From an optimization exercise on the open Yosys and OpenROAD flow, aimed at small area; shortcuts taken in it are not production practice.
RTL that was checked went through simulation tests only; none was proved equivalent to the original.
No functional check of the RTL was part of runs 2 to 6.
The flow treats the clock pin as an ideal source, which a real chip does not have.
Power figures rest on the tool's default switching activity, not on a simulated workload.

===== flow/run.sh =====
#!/bin/bash
# synth_recipe.tcl (not shown) runs the flow's synth.tcl, then flattens the netlist and writes it again
# the make line also repeats each setting of config.mk as NAME=value (left out here)
make -C /OpenROAD-flow-scripts/flow DESIGN_CONFIG=/design/flow/config.mk WORK_HOME=/design/flow/orfs CLKGATE_MAP_FILE= SYNTH_SCRIPT=/design/flow/synth_recipe.tcl finish

===== flow/config.mk =====
export PLATFORM = sky130hd
export DESIGN_NAME = spiCommMaster
export DESIGN_NICKNAME = spiCommMaster
export VERILOG_FILES = /design/flow/design.v
export SDC_FILE = /design/flow/constraint.sdc
export NUM_CORES = 4
export LEC_CHECK = 0
export CAP_MARGIN = 20
export CORE_MARGIN = 2
export CORE_UTILIZATION = 40
export SLEW_MARGIN = 20

===== flow/constraint.sdc =====
create_clock -name core_clock -period 10.0 [get_ports {cpuClock}]
set_input_delay 2.0000 -clock core_clock [delete_from_list [all_inputs] [get_ports {cpuClock}]]
set_output_delay 2.0000 -clock core_clock [all_outputs]
set_load 0.01 [all_outputs]

===== flow/design.v =====
`timescale 1ns / 1ps
module spiCommMaster(
    input cpuClock,
    input enable,
    input reset,
    input spiClockEn,
    input spiClockBS,
    output errorInterrupt,
    output [3:0] errorType,
    output [3:0] errorState,
    input cmdTransmitBit,
    input [5:0] cmdIndex,
    input [31:0] cmdArgument,
    input [1:0] readMode,
    output [39:0] readResponse,
    input commStart,
    output commFinish,
    input SD_MISO,
    input SD_CD,
    input SD_WP,
    output SD_SCLK,
    output SD_MOSI,
    output SD_CS
);
localparam ST_IDLE  = 3'b000;
localparam ST_GEN   = 3'b001;   
localparam ST_SEND  = 3'b010;   
localparam ST_READ  = 3'b101;   
localparam ST_INPUT = 3'b011;   
localparam ST_COOL  = 3'b110;   
localparam ST_FIN   = 3'b100;
localparam ST_ERR   = 3'b111;
reg [2:0] st;
wire isErr  = (st == ST_ERR);
wire isRead = (st == ST_READ);
wire rdAct  = (st == ST_INPUT) | isErr;      
wire wcAct  = (st == ST_SEND) | (st == ST_COOL);
assign errorInterrupt = isErr;
assign errorType  = {2'b00, isErr, 1'b0};
assign errorState = {isErr, 3'b000};
assign commFinish = (st == ST_FIN);
reg [8:0] div;
wire spiRise = ~div[8] & (&div[7:0]);
wire spiFall = &div;
reg [3:0] bsCnt;
reg       bsStop;
reg [1:0] bsBuf;
wire byteSync = spiClockBS ? ~bsCnt[3] : 1'b1;
wire spiGate  = spiClockEn & enable & byteSync;
wire gFall    = spiFall & spiGate;
wire gRise    = spiRise & spiGate;
assign SD_SCLK = spiClockEn ? (byteSync & div[8]) : 1'b1;
reg [3:0] wc;           
reg [8:0] to;           
wire wcOv = &wc;
wire [8:0] toVal = (readMode == 2'b00) ? 9'd100 : (readMode == 2'b01) ? 9'd200 : 9'd500;
wire toI = (to >= toVal);
reg [5:0]  idx;         
reg        run;         
reg        sDone;       
reg [1:0]  rDone;       
reg [6:0]  crc;
reg [38:0] sh;          
reg [38:0] resp;
reg        cs;
assign readResponse = {1'b0, resp};
assign SD_CS = cs;
wire [1:0] sel = {readMode[1] | readMode[0], readMode[1] | ~readMode[0]};
wire rFin = (rDone == sel);
wire [5:0] rLen = readMode[1] ? 6'd39 : readMode[0] ? 6'd15 : 6'd7;
wire [47:0] cmd = {1'b0, cmdTransmitBit, cmdIndex, cmdArgument, 8'b0};
wire idxHi = |idx[5:3];
wire sBit  = idxHi ? cmd[idx] : crc[6];
wire sRun  = isRead & run & (|idx);
assign SD_MOSI = sRun ? sBit : 1'b1;
wire crcIn  = (idx == 6'd8) ? 1'b0 : sBit;    
wire crcInv = crcIn ^ crc[6];
always @(posedge cpuClock) begin
    if (reset) div <= 0;
    else       div <= div + 1'b1;
end
always @(posedge cpuClock) begin
    if (reset) begin
        bsStop <= 1'b1;
        bsBuf  <= 2'b00;
        bsCnt  <= 4'd0;
    end else begin
        if (spiFall) begin
            if ({bsBuf, spiClockBS} == 3'b001)      bsStop <= 1'b0;
            else if ({bsBuf, spiClockBS} == 3'b010) bsStop <= 1'b1;
            bsBuf <= {bsBuf[0], spiClockBS};
        end
        if (spiRise) begin
            if (bsStop | bsCnt[3]) bsCnt <= 4'd0;
            else                   bsCnt <= bsCnt + 1'b1;
        end
    end
end
always @(posedge cpuClock) begin
    if (reset) begin
        wc <= 4'd0;
        to <= 9'd0;
    end else if (spiRise) begin
        wc <= wcAct ? wc + 1'b1 : 4'd0;
        to <= rdAct ? to + 1'b1 : 9'd0;
    end
end
always @(posedge cpuClock) begin
    if (gFall & isRead) begin
        if (~run & ~sDone) begin
            idx <= 6'd47;
            crc <= 7'd0;
        end else if (sRun) begin
            idx <= idx - 1'b1;
            crc <= {crc[5:3], crc[2] ^ crcInv, crc[1:0], crcInv};
        end
    end else if (gRise & rdAct & ~rFin) begin
        if (~run) idx <= rLen;
        else      idx <= idx - 1'b1;
    end
end
always @(posedge cpuClock) begin
    if (gRise & rdAct & ~rFin & (run | ~SD_MISO))
        sh <= {sh[37:0], SD_MISO};
end
always @(posedge cpuClock) begin
    if (reset) begin
        run   <= 1'b0;
        sDone <= 1'b0;
        rDone <= 2'd0;
    end else begin
        if (gFall) begin
            if (isRead) begin
                if (~run & ~sDone)             run <= 1'b1;
                else if (run & ~(|idx)) begin  run <= 1'b0; sDone <= 1'b1; end
            end else begin
                sDone <= 1'b0;
            end
        end
        if (gRise) begin
            if (rdAct & ~rFin) begin
                if (~run) begin
                    rDone <= 2'd0;
                    if (~SD_MISO) run <= 1'b1;
                end else if (idx == 6'd1) begin
                    run   <= 1'b0;
                    rDone <= sel;
                end
            end else if (~rdAct) begin
                rDone <= 2'd0;
            end
        end
    end
end
always @(posedge cpuClock) begin
    if (reset) begin
        st   <= ST_IDLE;
        cs   <= 1'b1;
        resp <= 39'd0;
    end else begin
        case (st)
            ST_IDLE:  if (commStart) st <= ST_GEN;
            ST_GEN:   if (~wcOv) st <= ST_SEND;
            ST_SEND:  if (wcOv) begin
                          cs <= 1'b0;
                          st <= ST_READ;
                      end else cs <= ~wc[3];
            ST_READ:  if (sDone) st <= ST_INPUT;
            ST_INPUT: if (toI) st <= ST_ERR;
                      else if (rFin) begin
                          resp <= {sh[38:15] & {24{readMode[1]}},
                                   sh[14:8] & {7{readMode[1] | readMode[0]}},
                                   sh[7:0]};
                          st <= ST_COOL;
                      end
            ST_COOL:  if (wcOv) begin
                          cs <= 1'b1;
                          st <= ST_FIN;
                      end else cs <= wc[3];
            ST_FIN:   if (~commStart) st <= ST_IDLE;
            default:  ;
        endcase
    end
end
endmodule

==> run summary, run 1 <==
status=no timing/DRC/antenna violations; HPWL after DPL=7.63 mm; most area-consuming cells after synthesis=sky130_fd_sc_hd__edfxtp_1 26%, sky130_fd_sc_hd__dfxtp_1 25%, sky130_fd_sc_hd__mux2i_1 7.9%, sky130_fd_sc_hd__nand2b_1 5.4%, sky130_fd_sc_hd__nand3b_1 4.3%; standard cell area after detailed placement=6980 um^2; final standard cell count with taps included and fillers excluded=821; most frequent cell after synthesis=sky130_fd_sc_hd__dfxtp_1; number of placed I/O pins=103; TritonCTS clock tree=yes; Crit-path slowest cell=sky130_fd_sc_hd__clkdlybuf4s50_1; Sequential cell area=3080 um^2; Worst Path Required=8.00 ns; worst-case clock buffer depth=2; number of placed cells counting well taps=789; largest area contributor in the netlist=sky130_fd_sc_hd__edfxtp_1; EDFF count, synth=52; Netlist Area Pre-Place=5980 um^2; placer congestion estimate=0.809; Fmax=0.152 GHz; net total in the final layout=689; share of async-settable or async-resettable flops after synthesis=0%; Critical Path End Type=primary output; Worst IR Drop VDD=123 uV; number of storage elements in the synthesis netlist=128; Most used DFF post-synth=sky130_fd_sc_hd__dfxtp_1; H-tree Lvls=4; Core Rows=44; area occupied by multi-input gates=2660 um^2; PwrDens=164 nW/um^2; tightest hold margin=0.446 ns; clock transition time at the flip-flop clock pins of the worst setup and hold paths=0.06 ns; Worst Setup Start Kind=input port; unrepaired setup endpoints after global routing=no; area share of the largest cell type after synthesis=26.1%; number of antenna cells inserted=0; number of buffers inserted to repair setup after CTS=0; Initial Util=41.0%; worst hold path type=reg -> reg; clock sink total=128; cell count after synthesis=544; Routed Antenna Nets=0; Syn. warnings=1; type of the worst setup path=in -> out; largest stage delay on the critical path=0.52 ns; horizontal die dimension=126 um; Avg Vias per Cell=5.09; crit-path leading delay family=buffers and inverters; part of the cycle the worst path needs=65.8%; Area Growth Syn to Fin=27.0%; Critical path buffers and inverters=2; most frequent cell on the critical path=sky130_fd_sc_hd__clkdlybuf4s50_1; data arrival time of the worst path=4.58 ns; Setup Total Neg Slack=0 ns; worst-margin pin slew=0.839 ns; root buffer selected by CTS=sky130_fd_sc_hd__clkbuf_16; CTS hold repair buffers=0; most frequent cells after synthesis=76 x sky130_fd_sc_hd__dfxtp_1, 52 x sky130_fd_sc_hd__edfxtp_1, 52 x sky130_fd_sc_hd__nand2b_1; fraction of layout instances using a drive strength above 1=6.28%; area inside the core boundary=14600 um^2; Iter 0 DRT Violations=290; DRC violations left=0; via count of the routed design=4180; maximum number of pins on one net before global-route repair=108; library cells used by synthesis=53; die span in y=126 um; router iterations before antenna repair=4; antenna violations before repair=0; worst slew margin relative to its limit=44.1%; clk_lat worst skew=0.41 ns; maximum capacitance violations=0; post-synthesis sequential area ratio=51.5%; wire length of the first global-routing pass=19.5 mm; post-layout minimum cycle time=6.58 ns; die area=15900 um^2; grt total ovfl=0; total clock buffers created by CTS=17; cell-by-cell trace of the critical path=clkdlybuf4s50_1 > mux4_1 > mux2i_1 > a2111oi_0 > and4bb_1 > or4b_1 > clkdlybuf4s50_1; final hold viol count=0; Port Buffers=93; number of global-route vias before repair=4000; Fin Clk Skew=0.0103 ns; average size of a mapped cell=11.0 um^2; post-cts repair resize count=0; detailed-route wire length per cell=14.0 um; Max Transition Viols Final=0; standby leakage power=0.00258 uW; drt total wl=11.5 mm; Finish-stage setup viols=0; Layout Cell Area excl Fill=7600 um^2; Layout fillers=1247; global-route total usage across every layer=15.1%; peak fanout along the critical path=5
## layout by cell type (no fill, tap or decap), types with 3 or more instances in the layout
cell / count
sky130_fd_sc_hd__and3_1: 6
sky130_fd_sc_hd__inv_1: 17
sky130_fd_sc_hd__nand2b_1: 52
sky130_fd_sc_hd__edfxtp_1: 52
sky130_fd_sc_hd__nand3b_1: 34
sky130_fd_sc_hd__a2111oi_0: 3
sky130_fd_sc_hd__bufinv_16: 4
sky130_fd_sc_hd__mux2i_1: 47
sky130_fd_sc_hd__clkbuf_16: 17
sky130_fd_sc_hd__nor2b_1: 9
sky130_fd_sc_hd__nor2_1: 45
sky130_fd_sc_hd__xnor2_1: 8
sky130_fd_sc_hd__clkinvlp_4: 4
sky130_fd_sc_hd__clkdlybuf4s50_1: 91
sky130_fd_sc_hd__or3_1: 5
sky130_fd_sc_hd__xor2_1: 11
sky130_fd_sc_hd__nand3_1: 10
sky130_fd_sc_hd__o21ai_0: 12
sky130_fd_sc_hd__conb_1: 7
sky130_fd_sc_hd__nor3_1: 5
sky130_fd_sc_hd__mux4_1: 7
sky130_fd_sc_hd__a21oi_1: 17
sky130_fd_sc_hd__buf_4: 3
sky130_fd_sc_hd__a31oi_1: 5
sky130_fd_sc_hd__dfxtp_1: 76
sky130_fd_sc_hd__nand4_1: 9
sky130_fd_sc_hd__o211ai_1: 3
sky130_fd_sc_hd__nand2_1: 23
sky130_fd_sc_hd__ha_1: 15
## logic make-up (layout without fill, tap and decap cells)
logic type | count (synthesis) | after routing | synth area share, %
and+or+nand+nor | 210 | 210 | 19.9
DFF | 128 | 128 | 51.5
buffers and inverters | 58 | 145 | 4.73
AOI/OAI and AO/OA | 56 | 56 | 6.02
muxes | 56 | 56 | 11.7
xor gates and xnor gates | 19 | 19 | 2.78
adders and majority gates | 16 | 16 | 3.30
other | 1 | 7 | 0.0627
## final timing paths
path,slack [ns],start,depth (start not counted),endpoint
setup / recovery,3.42,cmdArgument[4],7,SD_MOSI
hold / removal,0.45,div[0],1,div[0]
setup reg to reg,6.70,div[0],9,sh[33]
hold reg to reg,0.45,div[0],1,div[0]
## sequential cells by signal, summed over array words and instances (netlist names)
| register | cells |
|---|---|
| wc | 4 |
| sh | 39 |
| resp | 39 |
| crc | 7 |
| cs | 1 |
| rDone | 2 |
| bsStop | 1 |
| bsCnt | 4 |
| div | 9 |
| sDone | 1 |
| idx | 6 |
| bsBuf | 2 |
| st | 3 |
| run | 1 |
| to | 9 |
## power by group
group | switching (uW) | internal [uW] | leakage, uW
logic | 23.2 | 33.3 | 0.00120
registers | 6.52 | 543 | 0.00109
clock network | 227 | 417 | 0.000288
total | 257 | 993 | 0.00258
## metrics by stage
| step | setup WS (ns) | power, uW | util (%) |
|---|---|---|---|
| 5_1_grt | 3.29 | 1290 | 52.1 |
| 6_report | 3.42 | 1250 | 52.1 |
| 4_1_cts | 3.40 | 1270 | 52.1 |
| 3_3_place_gp | 3.43 | 616 | 47.9 |
| 3_5_place_dp | 3.43 | 617 | 47.9 |
| 2_1_floorplan | 4.49 | 592 | - |
## metal layers
| metal | track usage (%) | routed length [um] | vias up |
|---|---|---|---|
| met1 | 20.2 | 5600 | 2003 |
| li1 | - | - | 2077 |
| met3 | 5.15 | 568 | 8 |
| met5 | 0 | 0 | - |
| met2 | 23.9 | 5310 | 92 |
| met4 | 3.49 | 48 | 0 |
## layout make-up
cell class	count	area share, %
Sequential cell	128	40.6
Tap cell	184	3.03
Clock inverter	13	2.44
Timing Repair Buffer	96	12.4
Clock buffer	19	5.70
Multi-Input combinational cell	364	35.0
Inverter	17	0.840
==> run 2, diff against run 1 <==
--- a/flow/design.v
+++ b/flow/design.v
@@ -40,8 +40,9 @@
 assign errorState = {isErr, 3'b000};
 assign commFinish = (st == ST_FIN);
 reg [8:0] div;
-wire spiRise = ~div[8] & (&div[7:0]);
-wire spiFall = &div;
+wire divWrap = (div[7:0] == 8'h80);
+wire spiRise = ~div[8] & divWrap;
+wire spiFall =  div[8] & divWrap;
 reg [3:0] bsCnt;
 reg       bsStop;
 reg [1:0] bsBuf;
@@ -53,8 +54,8 @@
 reg [3:0] wc;           
 reg [8:0] to;           
 wire wcOv = &wc;
-wire [8:0] toVal = (readMode == 2'b00) ? 9'd100 : (readMode == 2'b01) ? 9'd200 : 9'd500;
-wire toI = (to >= toVal);
+wire [8:0] toVal = (readMode == 2'b00) ? 9'h16f : (readMode == 2'b01) ? 9'h07d : 9'h0c4;
+wire toI = (to == toVal);
 reg [5:0]  idx;         
 reg        run;         
 reg        sDone;       
@@ -63,6 +64,7 @@
 reg [38:0] sh;          
 reg [38:0] resp;
 reg        cs;
+reg        fresh;       
 assign readResponse = {1'b0, resp};
 assign SD_CS = cs;
 wire [1:0] sel = {readMode[1] | readMode[0], readMode[1] | ~readMode[0]};
@@ -77,7 +79,8 @@
 wire crcInv = crcIn ^ crc[6];
 always @(posedge cpuClock) begin
     if (reset) div <= 0;
-    else       div <= div + 1'b1;
+    else       div <= {div[8] ^ divWrap, div[6:0],
+                       div[7] ^ div[5] ^ div[4] ^ div[3] ^ (div[6:0] == 7'd0)};
 end
 always @(posedge cpuClock) begin
     if (reset) begin
@@ -99,10 +102,10 @@
 always @(posedge cpuClock) begin
     if (reset) begin
         wc <= 4'd0;
-        to <= 9'd0;
+        to <= 9'd1;
     end else if (spiRise) begin
         wc <= wcAct ? wc + 1'b1 : 4'd0;
-        to <= rdAct ? to + 1'b1 : 9'd0;
+        to <= rdAct ? {to[7:0], to[8] ^ to[4]} : 9'd1;
     end
 end
 always @(posedge cpuClock) begin
@@ -120,15 +123,17 @@
     end
 end
 always @(posedge cpuClock) begin
-    if (gRise & rdAct & ~rFin & (run | ~SD_MISO))
-        sh <= {sh[37:0], SD_MISO};
+    if (~rdAct | (gRise & ~rFin & (run | ~SD_MISO)))
+        sh <= {sh[37:0], rdAct & SD_MISO};
 end
 always @(posedge cpuClock) begin
     if (reset) begin
         run   <= 1'b0;
         sDone <= 1'b0;
         rDone <= 2'd0;
+        fresh <= 1'b0;
     end else begin
+        fresh <= (st == ST_INPUT) & (fresh | (gRise & ~rFin & run & (idx == 6'd1)));
         if (gFall) begin
             if (isRead) begin
                 if (~run & ~sDone)             run <= 1'b1;
@@ -168,9 +173,7 @@
             ST_READ:  if (sDone) st <= ST_INPUT;
             ST_INPUT: if (toI) st <= ST_ERR;
                       else if (rFin) begin
-                          resp <= {sh[38:15] & {24{readMode[1]}},
-                                   sh[14:8] & {7{readMode[1] | readMode[0]}},
-                                   sh[7:0]};
+                          if (fresh) resp <= sh;
                           st <= ST_COOL;
                       end
             ST_COOL:  if (wcOv) begin
==> flow/flow/run.sh (new file) <==
#!/bin/bash
# Standard ORFS layout, with the port buffers made from the smallest buffer
# cell and a clock tree of small buffers without dummy loads.
set -euo pipefail
export BUFFER_PORTS_ARGS="-buffer_cell sky130_fd_sc_hd__buf_1"
export CTS_ARGS="-sink_clustering_enable -repair_clock_nets -dont_use_dummy_load -buf_list sky130_fd_sc_hd__clkbuf_8 -root_buf sky130_fd_sc_hd__clkbuf_8 -sink_clustering_size 24"
bash standard.sh "BUFFER_PORTS_ARGS=$BUFFER_PORTS_ARGS" "CTS_ARGS=$CTS_ARGS" finish > flow.log 2>&1
==> flow/standard.sh (new file) <==
#!/bin/bash
# synth_recipe.tcl (not shown) runs the flow's synth.tcl, then flattens the netlist and writes it again
# the make line also repeats each setting of config.mk as NAME=value (left out here)
make -C /OpenROAD-flow-scripts/flow DESIGN_CONFIG=/design/flow/config.mk WORK_HOME=/design/flow/orfs CLKGATE_MAP_FILE= SYNTH_SCRIPT=/design/flow/synth_recipe.tcl "${@:-finish}"
--- a/flow/config.mk
+++ b/flow/config.mk
@@ -5,7 +5,8 @@
 export SDC_FILE = /design/flow/constraint.sdc
 export NUM_CORES = 4
 export LEC_CHECK = 0
+export ABC_AREA = 1
 export CAP_MARGIN = 20
 export CORE_MARGIN = 2
-export CORE_UTILIZATION = 40
+export CORE_UTILIZATION = 70
 export SLEW_MARGIN = 20
removed: flow/run.sh
==> run 2 against run 1 <==
  * Still clean
  * Synthesized cell count is 21% higher
  * Via count up 7.1%
  * Global-route usage grew 11 points
  * Fmax is 31% higher
  * Die area down 46%
  * Register-to-register slack worse by 0.35 ns
  * Final area shrank 19%
  * Clock skew is 0.020 ns higher
  * Non-clock buffer count unchanged
  * First-iteration DRC count decreased by 15%
  * Worst hold slack got worse by 0.029 ns
  * Total power fell by 11%
  * Critical endpoint unchanged
==> run summary, run 2 <==
grt total ovfl=0 (unchanged); Worst IR Drop VDD=98.0 uV (-20%); Fin Clk Skew=0.0303 ns (+0.0199 ns); type of the worst setup path=in -> out; Avg Vias per Cell=5.30 (+4.0%); Iter 0 DRT Violations=247 (-15%); area inside the core boundary=7730 um^2 (-47%); EDFF count, synth=52 (unchanged); worst hold path type=reg -> reg; Worst Setup Start Kind=input port; number of placed I/O pins=103 (unchanged); Net Sw Power=266 uW (+3.7%); status=no timing/DRC/antenna violations; clock sink total=129 (+0.78%); standard cell area after detailed placement=5900 um^2 (-16%); final hold viol count=0 (unchanged); maximum number of pins on one net before global-route repair=41 (-62%); Fmax=0.199 GHz (+31%); placer congestion estimate=0.859 (+6.3%); H-tree Lvls=4 (unchanged); switching fraction of total power=24.0% (+3.5 points); average size of a mapped cell=8.47 um^2 (-23%); largest area contributor in the netlist=sky130_fd_sc_hd__edfxtp_1; Layout Cell Area excl Fill=6130 um^2 (-19%); post-synthesis sequential area ratio=55.7% (+4.2 points); area share of the largest cell type after synthesis=28.0% (+1.9 points); clk_lat worst skew=0.43 ns (+0.02 ns); number of buffers inserted to repair setup after CTS=0 (unchanged); drt total wl=10.7 mm (-7.2%); most frequent cells after synthesis=134 x sky130_fd_sc_hd__nor2_1, 106 x sky130_fd_sc_hd__nand2_1, 77 x sky130_fd_sc_hd__dfxtp_1; combinational group share of total power=8.1% (+3.6 points); root buffer selected by CTS=sky130_fd_sc_hd__clkbuf_8; most area-consuming cells after synthesis=sky130_fd_sc_hd__edfxtp_1 28%, sky130_fd_sc_hd__dfxtp_1 28%, sky130_fd_sc_hd__nor2_1 9.0%, sky130_fd_sc_hd__nand2_1 7.1%, sky130_fd_sc_hd__inv_1 4.6%; library cells used by synthesis=38 (-28%); via count of the routed design=4476 (+7.1%); Setup Total Neg Slack=0 ns (unchanged); peak fanout along the critical path=3 (-2); fraction of layout instances using a drive strength above 1=4.58% (-1.7 points); worst-margin pin slew=0.817 ns (-0.0217 ns); post-layout minimum cycle time=5.01 ns (-1.56 ns); Max Transition Viols Final=0 (unchanged); worst-case clock buffer depth=2 (unchanged); number of global-route vias before repair=4188 (+4.7%); clock transition time at the flip-flop clock pins of the worst setup and hold paths=0.08 ns (+0.02 ns); data arrival time of the worst path=3.01 ns (-1.57 ns); Core Rows=32 (-27%); part of the cycle the worst path needs=50.1% (-16 points); Routed Antenna Nets=0 (unchanged); unrepaired setup endpoints after global routing=no; maximum capacitance violations=0 (unchanged); Area Growth Syn to Fin=10.0%; commonest cells after routing, fill and taps aside=134 x sky130_fd_sc_hd__nor2_1, 106 x sky130_fd_sc_hd__nand2_1, 93 x sky130_fd_sc_hd__buf_1; worst slew margin relative to its limit=45.5% (+1.4 points); Worst Path Required=8.00 ns (about the same); net total in the final layout=802 (+16%); horizontal die dimension=93.2 um (-26%); die area=8690 um^2 (-46%); number of antenna cells inserted=0 (unchanged); global-route total usage across every layer=26.5% (+11 points); Most used DFF post-synth=sky130_fd_sc_hd__dfxtp_1; standby leakage power=0.00250 uW (-2.9%); most frequent cell after synthesis=sky130_fd_sc_hd__nor2_1; antenna violations before repair=0 (unchanged); TritonCTS clock tree=yes; Initial Util=72.1% (+31 points); CTS hold repair buffers=0 (unchanged); total clock buffers created by CTS=17 (unchanged); Int Pwr=840 uW (-15%); Flop pwr share=64.2% (+20 points); router iterations before antenna repair=5 (+1); PwrDens=181 nW/um^2 (+9.7%); most frequent standard cell in the layout excluding fill and tap cells=sky130_fd_sc_hd__nor2_1; HPWL after DPL=7.37 mm (-3.4%); clock share of power=27.7% (-24 points); Critical Path End Type=primary output; registers with the most flip-flops=resp (39), sh (39); Port Buffers=93 (unchanged); DRC violations left=0 (unchanged); number of storage elements in the synthesis netlist=129 (+0.78%); Netlist Area Pre-Place=5570 um^2 (-6.9%); wire length of the first global-routing pass=18.1 mm (-7.3%); post-cts repair resize count=0 (unchanged); Finish-stage setup viols=0 (unchanged); Syn. warnings=1 (unchanged); die span in y=93.2 um (-26%); cell count after synthesis=658 (+21%); detailed-route wire length per cell=12.6 um (-9.9%); share of async-settable or async-resettable flops after synthesis=0% (unchanged)
## run 2: through the flow
step	setup slack (ns)	utilization [%]	power, uW	std cells	hold slack (ns)
floorplan	4.88	-	767	664	0.403
global placement	5.00	76.3	800	828	0.416
detailed placement	4.97	76.3	805	828	0.424
CTS	4.97	79.3	1110	845	0.422
global route	4.79	79.3	1160	845	0.430
finish	4.99	79.3	1110	845	0.417
## run 2: kinds of logic (layout without fill, tap and decap cells)
| group | after synthesis | in the layout | share of synthesized area [%] |
|---|---|---|---|
| simple gates | 308 | 308 | 23.1 |
| flops | 129 | 129 | 55.7 |
| buf+inv | 106 | 185 | 8.47 |
| compound gates | 96 | 96 | 9.19 |
| xor+xnor | 11 | 11 | 1.86 |
| fa+ha+maj | 7 | 7 | 1.57 |
| other cells | 1 | 7 | 0.0673 |
## run 2: critical path, stage by stage
cell and delay [ns]:
sky130_fd_sc_hd__buf_1 0.07, sky130_fd_sc_hd__nand2_1 0.05, sky130_fd_sc_hd__nand3_1 0.09, sky130_fd_sc_hd__nand2_1 0.08
sky130_fd_sc_hd__nand2_1 0.05, sky130_fd_sc_hd__a21oi_1 0.17, sky130_fd_sc_hd__nand2_1 0.11, sky130_fd_sc_hd__a21oi_1 0.15
sky130_fd_sc_hd__nand3_1 0.09, sky130_fd_sc_hd__buf_1 0.15
## run 2: path summary, 6_finish.rpt
kind	from	end	slack, ns	cells past startpoint
min reg2reg	sh[11]	sh[12]	0.42	0
max reg2reg	div[0]	sh[5]	6.35	11
min	sh[11]	sh[12]	0.42	0
max	cmdArgument[15]	SD_MOSI	4.99	10
## run 2: power groups by stage
stage | Sequential, uW | Clock [uW] | Combinational, uW
2_1_floorplan | 701 | 0 | 66.2
3_3_place_gp | 715 | 0 | 85.2
3_5_place_dp | 716 | 0 | 89.2
4_1_cts | 708 | 315 | 89.5
5_1_grt | 720 | 338 | 102
6_report | 710 | 307 | 89.7
## run 2: cell type report
class,instances,area (um^2)
clock buffers,17,234
well taps,102,128
inverters,72,270
fillers,552,1600
flip-flops and latches,129,3100
repair buffers,96,372
multi-input cells,429,2020
## run 2: layer usage
layer / routed length (um) / track usage, % / up-vias
met3: 511 / 6.12 / 22
li1: - / - / 2291
met1: 4800 / 33.1 / 2028
met2: 5200 / 44.8 / 135
met5: 0 / 0 / -
met4: 176 / 10.2 / 0
==> run 3, diff against run 2 <==
==> flow/flow/run.sh (replaced) <==
#!/bin/bash
# Standard ORFS layout, with the port buffers made from the smallest buffer
# cell and a clock tree of small buffers without dummy loads.
set -euo pipefail
export BUFFER_PORTS_ARGS="-buffer_cell sky130_fd_sc_hd__buf_1"
export CTS_ARGS="-sink_clustering_enable -repair_clock_nets -dont_use_dummy_load -buf_list sky130_fd_sc_hd__clkbuf_4 -root_buf sky130_fd_sc_hd__clkbuf_8"
bash standard.sh "BUFFER_PORTS_ARGS=$BUFFER_PORTS_ARGS" "CTS_ARGS=$CTS_ARGS" finish > flow.log 2>&1
--- a/flow/config.mk
+++ b/flow/config.mk
@@ -8,5 +8,5 @@
 export ABC_AREA = 1
 export CAP_MARGIN = 20
 export CORE_MARGIN = 2
-export CORE_UTILIZATION = 70
+export CORE_UTILIZATION = 60
 export SLEW_MARGIN = 20
==> run 3 against run 2 <==
  * Fmax fell by 0.14%
  * Clock-buffer cell count unchanged
  * Register-to-register slack better by 0.27 ns
  * Global-route usage down 4.6 points
  * Sequential share of layout area rose by 0.68 points
  * Worst hold slack gained 0.0087 ns
  * Via count shrank 2.1%
  * Worst setup slack got worse by 0.0068 ns
  * Clock power shrank 25%
  * Wire length down 2.3%
  * Critical path type unchanged
  * Largest cell class unchanged
  * Final area decreased by 1.3%
==> run summary, run 3 <==
Avg Vias per Cell=5.13 (-3.2%); die span in y=100 um (+7.7%); Iter 0 DRT Violations=219 (-11%); number of placed I/O pins=103 (unchanged); data arrival time of the worst path=3.02 ns (about the same); Worst Setup Start Kind=input port; worst hold path type=reg -> reg; share of async-settable or async-resettable flops after synthesis=0% (unchanged); Port Buffers=93 (unchanged); average size of a mapped cell=8.47 um^2 (unchanged); Sequential cell area=3100 um^2 (unchanged); drt total wl=10.4 mm (-2.3%); final hold viol count=0 (unchanged); number of global-route vias before repair=3990 (-4.7%); area share of the largest cell type after synthesis=28.0% (unchanged); part of the cycle the worst path needs=50.2% (+0.068 points); most area-consuming cells after synthesis=sky130_fd_sc_hd__edfxtp_1 28%, sky130_fd_sc_hd__dfxtp_1 28%, sky130_fd_sc_hd__nor2_1 9.0%, sky130_fd_sc_hd__nand2_1 7.1%, sky130_fd_sc_hd__inv_1 4.6%; Routed Antenna Nets=0 (unchanged); peak fanout along the critical path=3 (unchanged); total clock buffers created by CTS=17 (unchanged); Fmax=0.199 GHz (-0.14%); post-cts repair resize count=0 (unchanged); net total in the final layout=803 (+0.12%); most frequent standard cell in the layout excluding fill and tap cells=sky130_fd_sc_hd__nor2_1; Worst IR Drop VDD=80.8 uV (-17%); status=no timing/DRC/antenna violations; most frequent cell after synthesis=sky130_fd_sc_hd__nor2_1; placer congestion estimate=0.856 (-0.40%); Initial Util=61.2% (-11 points); detailed-route wire length per cell=12.2 um (-3.4%); worst slack, placed=4.98 ns (+0.00942 ns); fraction of layout instances using a drive strength above 1=4.70% (+0.13 points); Worst Setup Slack, final=4.98 ns (-0.00684 ns); number of antenna cells inserted=0 (unchanged); Layout fillers=825 (+49%); Layout Cell Area excl Fill=6050 um^2 (-1.3%); Netlist Area Pre-Place=5570 um^2 (unchanged); Critical Path End Type=primary output; post-synthesis sequential area ratio=55.7% (unchanged); DRC violations left=0 (unchanged); depth of the worst hold-timing path=2 (+2); unrepaired setup endpoints after global routing=no; area inside the core boundary=9110 um^2 (+18%); Most used DFF post-synth=sky130_fd_sc_hd__dfxtp_1; number of storage elements in the synthesis netlist=129 (unchanged); Syn. warnings=1 (unchanged); antenna violations before repair=0 (unchanged); type of the worst setup path=in -> out; most frequent cells after synthesis=134 x sky130_fd_sc_hd__nor2_1, 106 x sky130_fd_sc_hd__nand2_1, 77 x sky130_fd_sc_hd__dfxtp_1; CTS hold repair buffers=0 (unchanged); Core Rows=35 (+9.4%); final core occ=66.4% (-13 points); clock transition time at the flip-flop clock pins of the worst setup and hold paths=0.08 ns (about the same); registers with the most flip-flops=resp (39), sh (39); maximum capacitance violations=0 (unchanged); Area Growth Syn to Fin=8.58%; worst r2r path cells=11 (unchanged); library cells used by synthesis=38 (unchanged); horizontal die dimension=100 um (+7.7%); PwrDens=170 nW/um^2 (-5.9%); HPWL after DPL=7.15 mm (-2.9%); worst slew margin relative to its limit=44.8% (-0.68 points); Fin Clk Skew=0.0427 ns (+0.0125 ns); clk_lat worst skew=0.40 ns (-0.03 ns); die area=10100 um^2 (+16%); Max Transition Viols Final=0 (unchanged); worst-case clock buffer depth=2 (unchanged); Finish-stage setup viols=0 (unchanged); wire length of the first global-routing pass=17.5 mm (-3.5%); via count of the routed design=4384 (-2.1%); number of buffers inserted to repair setup after CTS=0 (unchanged); Setup Total Neg Slack=0 ns (unchanged); TritonCTS clock tree=yes; standard cell area after detailed placement=5910 um^2 (+0.32%); total power=1030 uW (-7.1%); startpoint of the most critical register-to-register path=div[0]; router iterations before antenna repair=4 (-1); root buffer selected by CTS=sky130_fd_sc_hd__clkbuf_8; global-route total usage across every layer=21.9% (-4.6 points); clock sink total=129 (unchanged); EDFF count, synth=52 (unchanged); largest area contributor in the netlist=sky130_fd_sc_hd__edfxtp_1; post-layout minimum cycle time=5.02 ns (+0.00684 ns); H-tree Lvls=4 (unchanged); capturing point of the worst reg2reg path=sh[8]; standby leakage power=0.00246 uW (-1.5%); worst-margin pin slew=0.827 ns (+0.0102 ns); commonest cells after routing, fill and taps aside=134 x sky130_fd_sc_hd__nor2_1, 106 x sky130_fd_sc_hd__nand2_1, 93 x sky130_fd_sc_hd__buf_1; grt total ovfl=0 (unchanged); Min-Delay Startpoint=div[2]; cell count after synthesis=658 (unchanged); Worst Hold Endpoint=div[3]; area occupied by multi-input gates=2020 um^2 (unchanged); r2r setup slk=6.62 ns (+0.27 ns); Worst Path Required=8.00 ns (about the same); maximum number of pins on one net before global-route repair=56 (+37%)
==> run 3: cell families after synthesis <==
logic type,after synthesis,share of synthesized area (%)
compound gates,96,9.19
xor+xnor,11,1.86
fa+ha+maj,7,1.57
buf+inv,106,8.47
flops,129,55.7
other cells,1,0.0673
simple gates,308,23.1
==> run 3: report_power, final <==
| part | switching (uW) | internal (uW) | total [uW] |
|---|---|---|---|
| combinational | 58.5 | 30.4 | 88.9 |
| sequential | 47.5 | 660 | 708 |
| clock | 148 | 83.4 | 231 |
==> run 3: cell type report <==
| class | count | area share (%) |
|---|---|---|
| repair buffers | 97 | 6.27 |
| well taps | 111 | 2.30 |
| clock buffers | 17 | 2.21 |
| multi-input cells | 429 | 33.5 |
| inverters | 72 | 4.47 |
| flip-flops and latches | 129 | 51.3 |
==> run 3: stage by stage <==
step	std cells	hold WS [ns]
3_3_place_gp	838	0.413
4_1_cts	855	0.431
3_5_place_dp	838	0.417
6_report	855	0.426
5_1_grt	855	0.442
2_1_floorplan	664	0.403
==> run 3: critical path, cell delays in order <==
cell and delay [ns]:
sky130_fd_sc_hd__buf_1 0.07, sky130_fd_sc_hd__nand2_1 0.05, sky130_fd_sc_hd__nand3_1 0.09, sky130_fd_sc_hd__nand2_1 0.09, sky130_fd_sc_hd__nand2_1 0.06, sky130_fd_sc_hd__a21oi_1 0.16
sky130_fd_sc_hd__nand2_1 0.11, sky130_fd_sc_hd__a21oi_1 0.15, sky130_fd_sc_hd__nand3_1 0.09, sky130_fd_sc_hd__buf_1 0.15
==> run 3: worst max path at each step <==
stage                               start  endpoint  slack (ns)  depth (start not counted)
after floorplan               readMode[1]     sh[0]        4.88                          7
after global placement        cmdIndex[5]   SD_MOSI        4.99                         12
after detailed placement  cmdArgument[15]   SD_MOSI        4.98                         10
after CTS                 cmdArgument[15]   SD_MOSI        4.98                         10
after global routing      cmdArgument[13]   SD_MOSI        4.81                         10
final                     cmdArgument[13]   SD_MOSI        4.98                         10
==> run 3: layer usage <==
layer,GRT usage [%],routed length [um],vias up
met2,36.9,4990,82
met3,5.08,380,5
li1,-,-,2283
met1,27.4,5000,2014
met5,0,0,-
met4,8.22,72,0
==> run 4, diff against run 3 <==
==> flow/flow/run.sh (replaced) <==
#!/bin/bash
# The standard ORFS layout (standard.sh), with three changes:
#  - ABC maps the logic with an area-oriented script (flow/area.abc); the rest of
#    the standard synthesis, and so every register, is unchanged;
#  - the port buffers are the smallest buffer cell (buf_1);
#  - the clock tree uses clkbuf_8 at the root and clkbuf_4 at the leaves, with
#    no dummy loads.
set -euo pipefail
W=$PWD
{
  echo "proc abc {args} {"
  echo "  foreach opt {-script -constr -D} {"
  echo "    set i [lsearch -exact \$args \$opt]"
  echo "    if {\$i >= 0} { set args [lreplace \$args \$i [expr {\$i + 1}]] }"
  echo "  }"
  echo "  yosys abc -script $W/flow/area.abc {*}\$args"
  echo "}"
  cat "$W/synth_recipe.tcl"
} > "$W/flow_synth.tcl"
BUF="-buffer_cell sky130_fd_sc_hd__buf_1"
CTS="-sink_clustering_enable -repair_clock_nets -dont_use_dummy_load -buf_list \"sky130_fd_sc_hd__clkbuf_4 sky130_fd_sc_hd__clkbuf_8\" -root_buf sky130_fd_sc_hd__clkbuf_16"
export BUFFER_PORTS_ARGS="$BUF" CTS_ARGS="$CTS"
bash standard.sh "SYNTH_SCRIPT=$W/flow_synth.tcl" "BUFFER_PORTS_ARGS=$BUF" "CTS_ARGS=$CTS" finish > "$W/flow.log" 2>&1
==> flow/flow/area.abc (new file) <==
strash
ifraig
scorr
dc2
strash
dch -f
amap
==> run 4 against run 3 <==
  * The flow now stops in clock tree synthesis
  * Synthesized area fell by 7.9%
  * Synthesized cell count fell by 30%
==> run summary, run 4 <==
status=aborted with a tool error; terminating stage of the flow=clock tree synthesis; first error in the log=[ERROR STA-0564] clock_tree_synthesis positional arguments not supported.; Initial Util=62.2% (+1.0 points); most frequent cell after synthesis=sky130_fd_sc_hd__dfxtp_1; most frequent cells after synthesis=77 x sky130_fd_sc_hd__dfxtp_1, 60 x sky130_fd_sc_hd__nor2_1, 52 x sky130_fd_sc_hd__edfxtp_1; Syn. warnings=1 (unchanged); average size of a mapped cell=11.2 um^2 (+32%); horizontal die dimension=96.5 um (-3.9%); cell count after synthesis=460 (-30%); HPWL after DPL=7.07 mm (-1.2%); share of async-settable or async-resettable flops after synthesis=0% (unchanged); die span in y=96.5 um (-3.9%); Port Buffers=93 (unchanged); placer congestion estimate=0.827 (-3.4%); library cells used by synthesis=34 (-11%); number of placed I/O pins=103 (unchanged); number of placed cells counting well taps=660 (-21%); number of storage elements in the synthesis netlist=129 (unchanged); EDFF count, synth=52 (unchanged); Netlist Area Pre-Place=5130 um^2 (-7.9%); standard cell area after detailed placement=5640 um^2 (-4.7%); Core Rows=33 (-5.7%); area share of the largest cell type after synthesis=30.4% (+2.4 points); post-synthesis sequential area ratio=60.5% (+4.8 points); most area-consuming cells after synthesis=sky130_fd_sc_hd__edfxtp_1 30%, sky130_fd_sc_hd__dfxtp_1 30%, sky130_fd_sc_hd__o221a_1 8.8%, sky130_fd_sc_hd__nor2_1 4.4%, sky130_fd_sc_hd__clkinv_1 3.2%; worst slack, placed=4.68 ns (-0.305 ns); Most used DFF post-synth=sky130_fd_sc_hd__dfxtp_1; largest area contributor in the netlist=sky130_fd_sc_hd__edfxtp_1
==> run 4: worst max-delay path by stage <==
stage | start | to | slack, ns | depth (start not counted)
after floorplan | readMode[1] | resp[0] | 3.07 | 8
after global placement | readMode[1] | resp[36] | 4.69 | 11
after detailed placement | cmdIndex[5] | SD_MOSI | 4.68 | 9
==> run 4: cell families after synthesis <==
| group | count (synthesis) | share of synthesized area (%) |
|---|---|---|
| other | 1 | 0.0731 |
| AO/OA/AOI/OAI | 138 | 21.7 |
| adder cells (fa/ha/maj) | 7 | 1.71 |
| AND/OR/NAND/NOR | 132 | 11.5 |
| buffers and inverters | 53 | 4.53 |
| flip-flops | 129 | 60.5 |
==> run 4: metrics by stage <==
stage,power (uW),hold WS (ns),util [%]
after detailed placement,845,0.416,68.2
after global placement,840,0.414,67.9
after floorplan,796,0.400,-
==> run 4: power groups by stage <==
stage	sequential [uW]	clock [uW]	combinational, uW
floorplan	713	0	82.9
global placement	725	0	115
detailed placement	729	0	116
==> run 5, diff against run 4 <==
--- a/flow/flow/run.sh
+++ b/flow/flow/run.sh
@@ -18,6 +18,6 @@
   cat "$W/synth_recipe.tcl"
 } > "$W/flow_synth.tcl"
 BUF="-buffer_cell sky130_fd_sc_hd__buf_1"
-CTS="-sink_clustering_enable -repair_clock_nets -dont_use_dummy_load -buf_list \"sky130_fd_sc_hd__clkbuf_4 sky130_fd_sc_hd__clkbuf_8\" -root_buf sky130_fd_sc_hd__clkbuf_16"
+CTS="-sink_clustering_enable -repair_clock_nets -dont_use_dummy_load -buf_list {sky130_fd_sc_hd__clkbuf_4 sky130_fd_sc_hd__clkbuf_8} -root_buf sky130_fd_sc_hd__clkbuf_16"
 export BUFFER_PORTS_ARGS="$BUF" CTS_ARGS="$CTS"
 bash standard.sh "SYNTH_SCRIPT=$W/flow_synth.tcl" "BUFFER_PORTS_ARGS=$BUF" "CTS_ARGS=$CTS" finish > "$W/flow.log" 2>&1
==> run 5 against run 4 <==
  * The run now finishes clean
  * Synthesized area is the same
  * Synthesized cell count is the same
==> run summary, run 5 <==
status=no timing/DRC/antenna violations; Fmax=0.188 GHz; Layout fillers=646; DRC violations left=0; combinational group share of total power=10.0%; clock share of power=27.6%; most frequent standard cell in the layout excluding fill and tap cells=sky130_fd_sc_hd__buf_1; data arrival time of the worst path=3.32 ns; worst slew margin relative to its limit=42.7%; HPWL after DPL=7.07 mm (unchanged); number of antenna cells inserted=0; clk_lat worst skew=0.36 ns; Net Sw Power=291 uW; via count of the routed design=3951; router iterations before antenna repair=5; die span in y=96.5 um (unchanged); clock transition time at the flip-flop clock pins of the worst setup and hold paths=0.07 ns; worst hold path type=reg -> reg; Initial Util=62.2% (unchanged); Crit-path slowest cell=sky130_fd_sc_hd__o41ai_1; complex-gate fraction of the synthesized area=21.7% (unchanged); die area=9310 um^2; Int Pwr=867 uW; antenna violations before repair=0; crit-path leading delay family=compound AO/OA/AOI/OAI gates; commonest cells after routing, fill and taps aside=93 x sky130_fd_sc_hd__buf_1, 77 x sky130_fd_sc_hd__dfxtp_1, 60 x sky130_fd_sc_hd__nor2_1; placer congestion estimate=0.827 (unchanged); total clock buffers created by CTS=17; Most used DFF post-synth=sky130_fd_sc_hd__dfxtp_1; post-cts repair resize count=0; XOR/XNOR share of the synthesized area=0% (unchanged); number of global-route vias before repair=3624; most area-consuming cells after synthesis=sky130_fd_sc_hd__edfxtp_1 30%, sky130_fd_sc_hd__dfxtp_1 30%, sky130_fd_sc_hd__o221a_1 8.8%, sky130_fd_sc_hd__nor2_1 4.4%, sky130_fd_sc_hd__clkinv_1 3.2%; share of async-settable or async-resettable flops after synthesis=0% (unchanged); r2r setup slk=6.17 ns; worst-margin pin slew=0.857 ns; PwrDens=197 nW/um^2; unrepaired setup endpoints after global routing=no; global-route total usage across every layer=23.0%; EDFF count, synth=52 (unchanged); Iter 0 DRT Violations=177; peak fanout along the critical path=2; H-tree Lvls=4; post-synthesis sequential area ratio=60.5% (unchanged); Post-Synth Adder-Cell Area=1.71% (unchanged); Setup Total Neg Slack=0 ns; library cells used by synthesis=34 (unchanged); root buffer selected by CTS=sky130_fd_sc_hd__clkbuf_16; fraction of layout instances using a drive strength above 1=4.20%; drt total wl=10.4 mm; final core occ=71.2%; maximum capacitance violations=0; grt total ovfl=0; Max Transition Viols Final=0; part of the cycle the worst path needs=53.2%; Core Rows=33 (unchanged); post-synthesis simple-gate area fraction=11.5% (unchanged); Port Buffers=93 (unchanged); Routed Antenna Nets=0; wire length of the first global-routing pass=16.4 mm; registers with the most flip-flops=resp (39), sh (39); mux share of post-synthesis cell area=0% (unchanged); average size of a mapped cell=11.2 um^2 (unchanged); number of storage elements in the synthesis netlist=129 (unchanged); post-layout minimum cycle time=5.32 ns; area inside the core boundary=8260 um^2; worst-case clock buffer depth=2; number of placed I/O pins=103 (unchanged); maximum number of pins on one net before global-route repair=41; area share of the largest cell type after synthesis=30.4% (unchanged); standby leakage power=0.00201 uW; cell count after synthesis=460 (unchanged); Worst Setup Start Kind=input port; most frequent cell after synthesis=sky130_fd_sc_hd__dfxtp_1; net total in the final layout=631; largest stage delay on the critical path=0.34 ns; Critical path buffers and inverters=2; cell-by-cell trace of the critical path=buf_1 > o221a_1 > a31oi_1 > nor3_1 > o41ai_1 > a31oi_1 > nor2_1 > nand2_1 > buf_1; detailed-route wire length per cell=15.4 um; Syn. warnings=1 (unchanged); CTS hold repair buffers=0; type of the worst setup path=in -> out; number of buffers inserted to repair setup after CTS=0; Critical Path End Type=primary output; dominant combinational cell family by area after synthesis=compound AO/OA/AOI/OAI gates; Worst IR Drop VDD=115 uV; Area Growth Syn to Fin=14.6%; Flop pwr share=62.3%; horizontal die dimension=96.5 um (unchanged); most frequent cells after synthesis=77 x sky130_fd_sc_hd__dfxtp_1, 60 x sky130_fd_sc_hd__nor2_1, 52 x sky130_fd_sc_hd__edfxtp_1; Fin Clk Skew=0.0469 ns; Avg Vias per Cell=5.84; TritonCTS clock tree=yes; Finish-stage setup viols=0; largest area contributor in the netlist=sky130_fd_sc_hd__edfxtp_1; Worst Path Required=8.00 ns; switching fraction of total power=25.2%; final hold viol count=0; Netlist Area Pre-Place=5130 um^2 (unchanged); clock sink total=129
[run 5: kinds of logic after synthesis]
logic type,count (synthesis)
fa+ha+maj,7
simple gates,132
other cells,1
compound gates,138
flops,129
buf+inv,53
[run 5: per-layer routing]
layer	vias up	track usage (%)	routed length (um)
li1	1960	-	-
met2	94	37.2	4910
met5	-	0	0
met1	1886	29.8	4880
met3	11	5.66	491
met4	0	9.15	131
[run 5: power groups by stage]
| stage | combinational, uW | clock [uW] | sequential [uW] |
|---|---|---|---|
| final | 116 | 320 | 722 |
| after global routing | 134 | 349 | 730 |
| after CTS | 116 | 329 | 721 |
| after detailed placement | 116 | 0 | 729 |
| after global placement | 115 | 0 | 725 |
| after floorplan | 82.9 | 0 | 713 |
[run 5: worst register-to-register path, stage by stage (launching register included)]
cell and delay (ns):
sky130_fd_sc_hd__dfxtp_1 0.36, sky130_fd_sc_hd__clkinv_1 0.11, sky130_fd_sc_hd__nor2_1 0.66, sky130_fd_sc_hd__clkinv_1 0.34, sky130_fd_sc_hd__nor2_1 0.30, sky130_fd_sc_hd__nand2_1 0.12, sky130_fd_sc_hd__nor3_2 0.19, sky130_fd_sc_hd__buf_4 0.42
sky130_fd_sc_hd__clkinv_1 0.58, sky130_fd_sc_hd__buf_16 0.36, sky130_fd_sc_hd__o221a_1 0.27
[run 5: final cells by class]
class | count | area, um^2 | share of cell area (%)
inverter | 44 | 165 | 2.81
clock buffer | 17 | 245 | 4.17
tap | 105 | 131 | 2.23
sequential | 129 | 3100 | 52.8
timing repair buffer | 98 | 407 | 6.91
multi-input combinational | 284 | 1830 | 31.1
[run 5: final timing paths]
kind | from | to | cells past startpoint
min reg2reg | div[6] | div[7] | 2
min | div[6] | div[7] | 2
max reg2reg | st[0] | resp[1] | 10
max | cmdIndex[5] | SD_MOSI | 9
[run 5: through the flow]
step | std cells | hold WS (ns) | instance area [um^2] | total power, uW | setup slack [ns]
finish | 677 | 0.429 | 5880 | 1160 | 4.68
global route | 677 | 0.444 | 5880 | 1210 | 4.41
detailed placement | 660 | 0.416 | 5640 | 845 | 4.68
global placement | 659 | 0.414 | 5610 | 840 | 4.69
floorplan | 466 | 0.400 | 5150 | 796 | 3.07
CTS | 677 | 0.427 | 5880 | 1170 | 4.67
==> run 6, diff against run 5 <==
--- a/flow/flow/run.sh
+++ b/flow/flow/run.sh
@@ -4,7 +4,8 @@
 #    the standard synthesis, and so every register, is unchanged;
 #  - the port buffers are the smallest buffer cell (buf_1);
 #  - the clock tree uses clkbuf_8 at the root and clkbuf_4 at the leaves, with
-#    no dummy loads.
+#    no dummy loads; after CTS, flow/clkfix.tcl sizes each leaf buffer to the
+#    smallest clkbuf whose estimated slew at the flip-flops is under 115 ps.
 set -euo pipefail
 W=$PWD
 {
@@ -18,6 +19,10 @@
   cat "$W/synth_recipe.tcl"
 } > "$W/flow_synth.tcl"
 BUF="-buffer_cell sky130_fd_sc_hd__buf_1"
-CTS="-sink_clustering_enable -repair_clock_nets -dont_use_dummy_load -buf_list {sky130_fd_sc_hd__clkbuf_4 sky130_fd_sc_hd__clkbuf_8} -root_buf sky130_fd_sc_hd__clkbuf_16"
+CTS="-sink_clustering_enable -repair_clock_nets -dont_use_dummy_load -buf_list sky130_fd_sc_hd__clkbuf_4 -root_buf sky130_fd_sc_hd__clkbuf_8"
 export BUFFER_PORTS_ARGS="$BUF" CTS_ARGS="$CTS"
-bash standard.sh "SYNTH_SCRIPT=$W/flow_synth.tcl" "BUFFER_PORTS_ARGS=$BUF" "CTS_ARGS=$CTS" finish > "$W/flow.log" 2>&1
+ARGS=("SYNTH_SCRIPT=$W/flow_synth.tcl" "BUFFER_PORTS_ARGS=$BUF" "CTS_ARGS=$CTS")
+bash standard.sh "${ARGS[@]}" cts > "$W/flow_to_cts.log" 2>&1
+RES="$W/orfs/results/$FLOW_PLATFORM/spiCommMaster/base" CLK_SLEW_TARGET=0.115 \
+  openroad -no_init -exit "$W/flow/clkfix.tcl" > "$W/clkfix.log" 2>&1
+bash standard.sh "${ARGS[@]}" finish > "$W/flow.log" 2>&1
==> flow/flow/clkfix.tcl (new file) <==
# Size each clock-tree buffer that drives flip-flops to the smallest clkbuf
# whose estimated output slew is under the target, then re-legalize.
set lib $::env(FLOW_HOME)/platforms/sky130hd/lib/sky130_fd_sc_hd__tt_025C_1v80.lib
set R $::env(RES)
read_liberty $lib
read_db $R/4_cts.odb
read_sdc $R/4_cts.sdc
source $::env(FLOW_HOME)/platforms/sky130hd/setRC.tcl
set_propagated_clock [all_clocks]
estimate_parasitics -placement
set target $::env(CLK_SLEW_TARGET)
proc outslew {inst} {
  set out [get_pins -of_objects $inst -filter "direction == output"]
  return [get_property $out slew_max_rise]
}
foreach inst [get_cells -filter "ref_name =~ sky130_fd_sc_hd__clkbuf_*"] {
  set out [get_pins -of_objects $inst -filter "direction == output"]
  set loads [get_pins -of_objects [get_nets -of_objects $out] -filter "direction == input"]
  set ff 0
  foreach l $loads { if {[get_property $l is_clock]} { incr ff } }
  if {$ff == 0} { continue }
  set name [get_full_name $inst]
  set orig [get_property $inst ref_name]
  set s0 [outslew $inst]
  foreach size {1 2 4 8 16} {
    replace_cell $inst sky130_fd_sc_hd__clkbuf_$size
    estimate_parasitics -placement
    set s [outslew $inst]
    if {$s <= $target} { break }
  }
  puts "clkfix: $name $orig -> sky130_fd_sc_hd__clkbuf_$size fanout $ff slew [format %.1f [expr $s * 1e3]] ps (was [format %.1f [expr $s0 * 1e3]])"
}
# second pass: the later changes move the earlier estimates a little
foreach inst [get_cells -filter "ref_name =~ sky130_fd_sc_hd__clkbuf_*"] {
  set out [get_pins -of_objects $inst -filter "direction == output"]
  set ff 0
  foreach l [get_pins -of_objects [get_nets -of_objects $out] -filter "direction == input"] {
    if {[get_property $l is_clock]} { incr ff }
  }
  if {$ff == 0} { continue }
  regexp {clkbuf_([0-9]+)$} [get_property $inst ref_name] -> size
  while {[outslew $inst] > $target && $size < 16} {
    set size [expr {$size * 2}]
    replace_cell $inst sky130_fd_sc_hd__clkbuf_$size
    estimate_parasitics -placement
    puts "clkfix: second pass [get_full_name $inst] -> sky130_fd_sc_hd__clkbuf_$size"
  }
}
detailed_placement
check_placement -verbose
estimate_parasitics -placement
write_db $R/4_cts.odb
==> run 6 against run 5 <==
  * Sequential share of layout area is 1.1 points higher
  * Die area unchanged
  * Total power down 7.9%
  * Final cell count unchanged
  * Still clean
  * Critical endpoint unchanged
  * Worst hold slack got worse by 0.0014 ns
  * Synthesized area did not move
  * Fmax down 0.75%
==> run summary, run 6 <==
clock share of power=21.6% (-6.0 points); number of storage elements in the synthesis netlist=129 (unchanged); Worst IR Drop VDD=91.8 uV (-20%); share of async-settable or async-resettable flops after synthesis=0% (unchanged); cell count after synthesis=460 (unchanged); cell-by-cell trace of the critical path=clkinv_1 > o221a_1 > a31oi_1 > nor3_1 > o41ai_1 > a31oi_1 > nor2_1 > nand2_1 > buf_1; worst-case clock buffer depth=2 (unchanged); dominant combinational cell family by area after synthesis=compound AO/OA/AOI/OAI gates; detailed-route wire length per cell=15.2 um (-1.2%); Critical Path End Type=primary output; drt total wl=10.3 mm (-1.2%); Syn. warnings=1 (unchanged); Max Transition Viols Final=0 (unchanged); unrepaired setup endpoints after global routing=no; placer congestion estimate=0.827 (unchanged); mux share of post-synthesis cell area=0% (unchanged); HPWL after DPL=7.07 mm (unchanged); horizontal die dimension=96.5 um (unchanged); global-route total usage across every layer=22.7% (-0.27 points); Layout Cell Area excl Fill=5770 um^2 (-2.0%); clock sink total=129 (unchanged); combinational group share of total power=10.9% (+0.9 points); clk_lat worst skew=0.39 ns (+0.03 ns); Net Sw Power=281 uW (-3.6%); Int Pwr=786 uW (-9.3%); TritonCTS clock tree=yes; via count of the routed design=4010 (+1.5%); fraction of layout instances using a drive strength above 1=4.20% (unchanged); router iterations before antenna repair=5 (unchanged); DRC violations left=0 (unchanged); Min-Delay Startpoint=sh[0]; Avg Vias per Cell=5.92 (+1.5%); post-layout minimum cycle time=5.36 ns (+0.0403 ns); number of global-route vias before repair=3652 (+0.77%); post-synthesis simple-gate area fraction=11.5% (unchanged); H-tree Lvls=4 (unchanged); part of the cycle the worst path needs=53.6% (+0.40 points); CTS hold repair buffers=0 (unchanged); Finish-stage setup viols=0 (unchanged); Worst Path Required=8.00 ns (about the same); Worst Setup Start Kind=register; area share of the largest cell type after synthesis=30.4% (unchanged); total clock buffers created by CTS=17 (unchanged); antenna violations before repair=0 (unchanged); clock transition time at the flip-flop clock pins of the worst setup and hold paths=0.09 ns (+0.02 ns); most frequent cell on the critical path=sky130_fd_sc_hd__a31oi_1; most frequent standard cell in the layout excluding fill and tap cells=sky130_fd_sc_hd__buf_1; area inside the core boundary=8260 um^2 (unchanged); crit-path leading delay family=compound AO/OA/AOI/OAI gates; area occupied by multi-input gates=1830 um^2 (unchanged); startpoint of the most critical register-to-register path=st[0]; Iter 0 DRT Violations=222 (+25%); Fmax=0.186 GHz (-0.75%); Port Buffers=93 (unchanged); peak fanout along the critical path=23 (+21); Flop pwr share=67.5% (+5.2 points); status=no timing/DRC/antenna violations; Most used DFF post-synth=sky130_fd_sc_hd__dfxtp_1; Fin Clk Skew=0.0621 ns (+0.0152 ns); complex-gate fraction of the synthesized area=21.7% (unchanged); root buffer selected by CTS=sky130_fd_sc_hd__clkbuf_8; worst r2r path cells=10 (unchanged); Core Rows=33 (unchanged); library cells used by synthesis=34 (unchanged); standard cell area after detailed placement=5640 um^2 (unchanged); worst slew margin relative to its limit=43.3% (+0.57 points); Area Growth Syn to Fin=12.3%; standby leakage power=0.00197 uW (-2.3%); XOR/XNOR share of the synthesized area=0% (unchanged); depth of the worst hold-timing path=0 (-2); EDFF count, synth=52 (unchanged); number of placed I/O pins=103 (unchanged); Setup Total Neg Slack=0 ns (unchanged); most frequent cells after synthesis=77 x sky130_fd_sc_hd__dfxtp_1, 60 x sky130_fd_sc_hd__nor2_1, 52 x sky130_fd_sc_hd__edfxtp_1; largest stage delay on the critical path=0.82 ns (+0.48 ns); maximum capacitance violations=0 (unchanged); registers with the most flip-flops=resp (39), sh (39); worst hold path type=reg -> reg; commonest cells after routing, fill and taps aside=93 x sky130_fd_sc_hd__buf_1, 77 x sky130_fd_sc_hd__dfxtp_1, 60 x sky130_fd_sc_hd__nor2_1; post-cts repair resize count=0 (unchanged); data arrival time of the worst path=3.36 ns (+0.04 ns); final hold viol count=0 (unchanged); Layout fillers=656 (+1.5%); die area=9310 um^2 (unchanged); Netlist Area Pre-Place=5130 um^2 (unchanged); grt total ovfl=0 (unchanged); Post-Synth Adder-Cell Area=1.71% (unchanged); number of antenna cells inserted=0 (unchanged); wire length of the first global-routing pass=16.3 mm (-0.92%); Sequential cell area=3100 um^2 (unchanged); maximum number of pins on one net before global-route repair=41 (unchanged); most frequent cell after synthesis=sky130_fd_sc_hd__dfxtp_1; number of buffers inserted to repair setup after CTS=0 (unchanged); post-synthesis sequential area ratio=60.5% (unchanged); net total in the final layout=631 (unchanged); Critical path buffers and inverters=2 (unchanged); switching fraction of total power=26.3% (+1.2 points); type of the worst setup path=reg -> out; most area-consuming cells after synthesis=sky130_fd_sc_hd__edfxtp_1 30%, sky130_fd_sc_hd__dfxtp_1 30%, sky130_fd_sc_hd__o221a_1 8.8%, sky130_fd_sc_hd__nor2_1 4.4%, sky130_fd_sc_hd__clkinv_1 3.2%; worst-margin pin slew=0.848 ns (-0.00850 ns); Initial Util=62.2% (unchanged); Routed Antenna Nets=0 (unchanged); largest area contributor in the netlist=sky130_fd_sc_hd__edfxtp_1; average size of a mapped cell=11.2 um^2 (unchanged); Crit-path slowest cell=sky130_fd_sc_hd__edfxtp_1; die span in y=96.5 um (unchanged); PwrDens=185 nW/um^2 (-6.0%); worst setup path start=idx[0]; Stages on worst setup path=9 (unchanged)
-- run 6: cell counts after synthesis --
No cell type changed its count.
-- run 6: worst paths after layout --
check / slack (ns) / end
max: 4.64 / SD_MOSI
min: 0.43 / sh[1]
max reg2reg: 6.21 / resp[1]
min reg2reg: 0.43 / sh[1]
-- run 6: cells by family after synthesis --
kind of cell             count (synthesis)
AO/OA/AOI/OAI                          138
adder cells (fa/ha/maj)                  7
AND/OR/NAND/NOR                        132
flip-flops                             129
other                                    1
buffers and inverters                   53
-- run 6: area by class of cell --
class,instances,area share [%]
Clock buffer,17,2.26
Multi-Input combinational cell,284,31.7
Inverter,44,2.86
Tap cell,105,2.28
Timing Repair Buffer,98,7.05
Sequential cell,129,53.8
-- run 6: stage by stage --
stage / setup WS [ns] / hold slack (ns) / std cells / utilization, % / power, uW
floorplan: 3.07 / 0.400 / 466 / - / 796
global placement: 4.69 / 0.414 / 659 / 67.9 / 840
detailed placement: 4.68 / 0.416 / 660 / 68.2 / 845
CTS: 4.64 / 0.433 / 677 / 69.9 / 1080
global route: 4.35 / 0.428 / 677 / 69.8 / 1120
finish: 4.64 / 0.428 / 677 / 69.8 / 1070
-- run 6: power groups by stage --
| stage | clock, uW | combinational [uW] | sequential [uW] |
|---|---|---|---|
| floorplan | 0 | 82.9 | 713 |
| global placement | 0 | 115 | 725 |
| detailed placement | 0 | 116 | 729 |
| CTS | 242 | 116 | 719 |
| global route | 257 | 134 | 729 |
| finish | 231 | 116 | 720 |
-- run 6: worst register-to-register path, stage by stage, from the launching register on --
cell	delay, ns
sky130_fd_sc_hd__dfxtp_1	0.38
sky130_fd_sc_hd__clkinv_1	0.11
sky130_fd_sc_hd__nor2_1	0.66
sky130_fd_sc_hd__clkinv_1	0.33
sky130_fd_sc_hd__nor2_1	0.30
sky130_fd_sc_hd__nand2_1	0.12
sky130_fd_sc_hd__nor3_2	0.19
sky130_fd_sc_hd__buf_4	0.42
sky130_fd_sc_hd__clkinv_1	0.58
sky130_fd_sc_hd__buf_16	0.36
sky130_fd_sc_hd__o221a_1	0.26
-- run 6: layer usage --
metal,up-vias,GRT usage (%),share of wire (%)
li1,1964,-,-
met4,0,8.45,1.6
met5,-,0,0
met1,1929,29.6,47
met3,15,5.59,4.4
met2,102,36.9,47
==> run 7, diff against run 6 <==
--- a/flow/design.v
+++ b/flow/design.v
@@ -100,27 +100,23 @@
     end
 end
 always @(posedge cpuClock) begin
-    if (reset) begin
-        wc <= 4'd0;
-        to <= 9'd1;
-    end else if (spiRise) begin
-        wc <= wcAct ? wc + 1'b1 : 4'd0;
-        to <= rdAct ? {to[7:0], to[8] ^ to[4]} : 9'd1;
-    end
+    if (~rdAct)       to <= 9'd1;
+    else if (spiRise) to <= {to[7:0], to[8] ^ to[4]};
 end
 always @(posedge cpuClock) begin
-    if (gFall & isRead) begin
-        if (~run & ~sDone) begin
-            idx <= 6'd47;
-            crc <= 7'd0;
-        end else if (sRun) begin
-            idx <= idx - 1'b1;
-            crc <= {crc[5:3], crc[2] ^ crcInv, crc[1:0], crcInv};
-        end
-    end else if (gRise & rdAct & ~rFin) begin
-        if (~run) idx <= rLen;
-        else      idx <= idx - 1'b1;
-    end
+    if (reset)        wc <= 4'd0;
+    else if (wcAct)   wc <= wc + spiRise;
+    else if (spiRise) wc <= 4'd0;
+end
+wire sLoad = gFall & isRead & ~run & ~sDone;     
+wire sStep = gFall & sRun;                       
+wire rAct  = gRise & rdAct & ~rFin;              
+always @(posedge cpuClock) begin
+    idx <= sLoad ? 6'd47 : (rAct & ~run) ? rLen : idx - ((sStep | rAct) & run);
+end
+always @(posedge cpuClock) begin
+    if (sLoad)      crc <= 7'd0;
+    else if (sStep) crc <= {crc[5:3], crc[2] ^ crcInv, crc[1:0], crcInv};
 end
 always @(posedge cpuClock) begin
     if (~rdAct | (gRise & ~rFin & (run | ~SD_MISO)))
==> run 7 against run 6 <==
  * Still clean
  * Via count fell by 3.4%
  * Wire length fell by 3.6%
  * First-iteration DRC count fell by 7.2%
  * Highest routed layer unchanged
==> run summary, run 7 <==
total clock buffers created by CTS=17 (unchanged); most frequent cell after synthesis=sky130_fd_sc_hd__dfxtp_1; startpoint of the most critical register-to-register path=div[5]; area inside the core boundary=8130 um^2 (-1.5%); unrepaired setup endpoints after global routing=no; most area-consuming cells after synthesis=sky130_fd_sc_hd__dfxtp_1 36%, sky130_fd_sc_hd__edfxtp_1 23%, sky130_fd_sc_hd__o221a_1 13%, sky130_fd_sc_hd__nor2_1 4.1%, sky130_fd_sc_hd__clkinv_1 3.0%; final hold viol count=0 (unchanged); Port Buffers=93 (unchanged); Iter 0 DRT Violations=206 (-7.2%); area share of the largest cell type after synthesis=36.0% (+5.6 points); Worst Setup Slack, final=4.34 ns (-0.296 ns); number of antenna cells inserted=0 (unchanged); fraction of layout instances using a drive strength above 1=4.34% (+0.14 points); Layout Cell Area excl Fill=5610 um^2 (-2.8%); Max Transition Viols Final=0 (unchanged); standard cell area after detailed placement=5480 um^2 (-2.7%); grt total ovfl=0 (unchanged); type of the worst setup path=in -> out; most frequent standard cell in the layout excluding fill and tap cells=sky130_fd_sc_hd__buf_1; library cells used by synthesis=37 (+8.8%); via count of the routed design=3873 (-3.4%); Worst Path Required=8.00 ns (about the same); Min-Delay Startpoint=sh[16]; cell-by-cell trace of the critical path=buf_1 > o221a_1 > a2111oi_0 > o32ai_1 > a221oi_1 > o32ai_1 > or2_0 > buf_1; most frequent cells after synthesis=90 x sky130_fd_sc_hd__dfxtp_1, 57 x sky130_fd_sc_hd__o221a_1, 55 x sky130_fd_sc_hd__nor2_1; status=no timing/DRC/antenna violations; Fmax=0.177 GHz (-5.2%); die span in y=95.3 um (-1.3%); die area=9080 um^2 (-2.5%); H-tree Lvls=4 (unchanged); post-synthesis sequential area ratio=59.5% (-0.98 points); worst-margin pin slew=0.897 ns (+0.0489 ns); share of async-settable or async-resettable flops after synthesis=0% (unchanged); number of global-route vias before repair=3467 (-5.1%); number of storage elements in the synthesis netlist=129 (unchanged); Routed Antenna Nets=0 (unchanged); Finish-stage setup viols=0 (unchanged); worst hold path type=reg -> reg; final core occ=68.9% (-0.89 points); Critical Path End Type=primary output; crit-path leading delay family=compound AO/OA/AOI/OAI gates; antenna violations before repair=0 (unchanged); Layout fillers=659 (+0.46%); net total in the final layout=612 (-3.0%); clock sink total=129 (unchanged); post-layout minimum cycle time=5.66 ns (+0.296 ns); registers with the most flip-flops=resp (39), sh (39); Fin Clk Skew=0.0536 ns (-0.00853 ns); area occupied by multi-input gates=1840 um^2 (+0.62%); DRC violations left=0 (unchanged); number of placed I/O pins=103 (unchanged); root buffer selected by CTS=sky130_fd_sc_hd__clkbuf_8; standby leakage power=0.00194 uW (-1.6%); EDFF count, synth=39 (-25%); HPWL after DPL=6.50 mm (-8.0%); Worst Setup Start Kind=input port; part of the cycle the worst path needs=56.6% (+3.0 points); Crit-path slowest cell=sky130_fd_sc_hd__a2111oi_0; Syn. warnings=1 (unchanged); peak fanout along the critical path=2 (-91%); worst r2r path cells=17 (+7); cell count after synthesis=441 (-4.1%); depth of the worst hold-timing path=0 (unchanged); detailed-route wire length per cell=15.1 um (-0.82%); worst slack, placed=4.34 ns (-0.335 ns); Worst Hold Endpoint=sh[17]; clk_lat worst skew=0.39 ns (about the same); Worst IR Drop VDD=79.8 uV (-13%); Setup Total Neg Slack=0 ns (unchanged); TritonCTS clock tree=yes; Netlist Area Pre-Place=5000 um^2 (-2.6%)
[run 7: cell count changes after synthesis, sizes merged, moves of 8 or more]
cell | previous run | this run
o22a | 9 | 1
edfxtp | 52 | 39
o221a | 40 | 57
nor2b | 15 | 7
o22ai | 13 | 5
dfxtp | 77 | 90
[run 7: power by group]
group / total [uW] / internal (uW) / switching (uW)
combinational: 88.1 / 29.2 / 58.9
clock: 225 / 76.0 / 149
sequential: 710 / 659 / 51.3
total: 1020 / 764 / 260
[run 7: worst max-delay path by stage]
stage               slack, ns       to             from  cells past startpoint
floorplan                3.10  resp[0]      readMode[0]                      6
global placement         4.36  SD_MOSI  cmdArgument[18]                      8
detailed placement       4.34  SD_MOSI  cmdArgument[18]                      8
CTS                      4.35  SD_MOSI  cmdArgument[18]                      8
global route             4.16  SD_MOSI  cmdArgument[10]                     10
finish                   4.34  SD_MOSI  cmdArgument[18]                      8
[run 7: stage by stage]
step	cells	hold WS [ns]	power (uW)
after global routing	658	0.430	1080
after floorplan	447	0.401	767
after global placement	641	0.415	806
after CTS	658	0.418	1040
final	658	0.414	1020
after detailed placement	641	0.417	808
[run 7: kinds of logic after synthesis]
logic type | Yosys count | synth area share, %
compound gates | 139 | 24.0
xor+xnor | 1 | 0.175
fa+ha+maj | 7 | 1.75
buf+inv | 49 | 4.36
flops | 129 | 59.5
other cells | 1 | 0.0750
simple gates | 115 | 10.2
[run 7: final cells by class]
class / count / area share [%]
multi-input cells: 269 / 32.8
repair buffers: 98 / 6.90
flip-flops and latches: 129 / 53.0
well taps: 105 / 2.34
clock buffers: 17 / 2.23
inverters: 40 / 2.68
[run 7: metal layers]
metal	GRT usage, %	up-vias	wire [um]
li1	-	1924	-
met1	31.3	1831	4670
met2	34.9	108	4680
met3	6.32	10	454
met4	6.04	0	106
met5	0	-	0
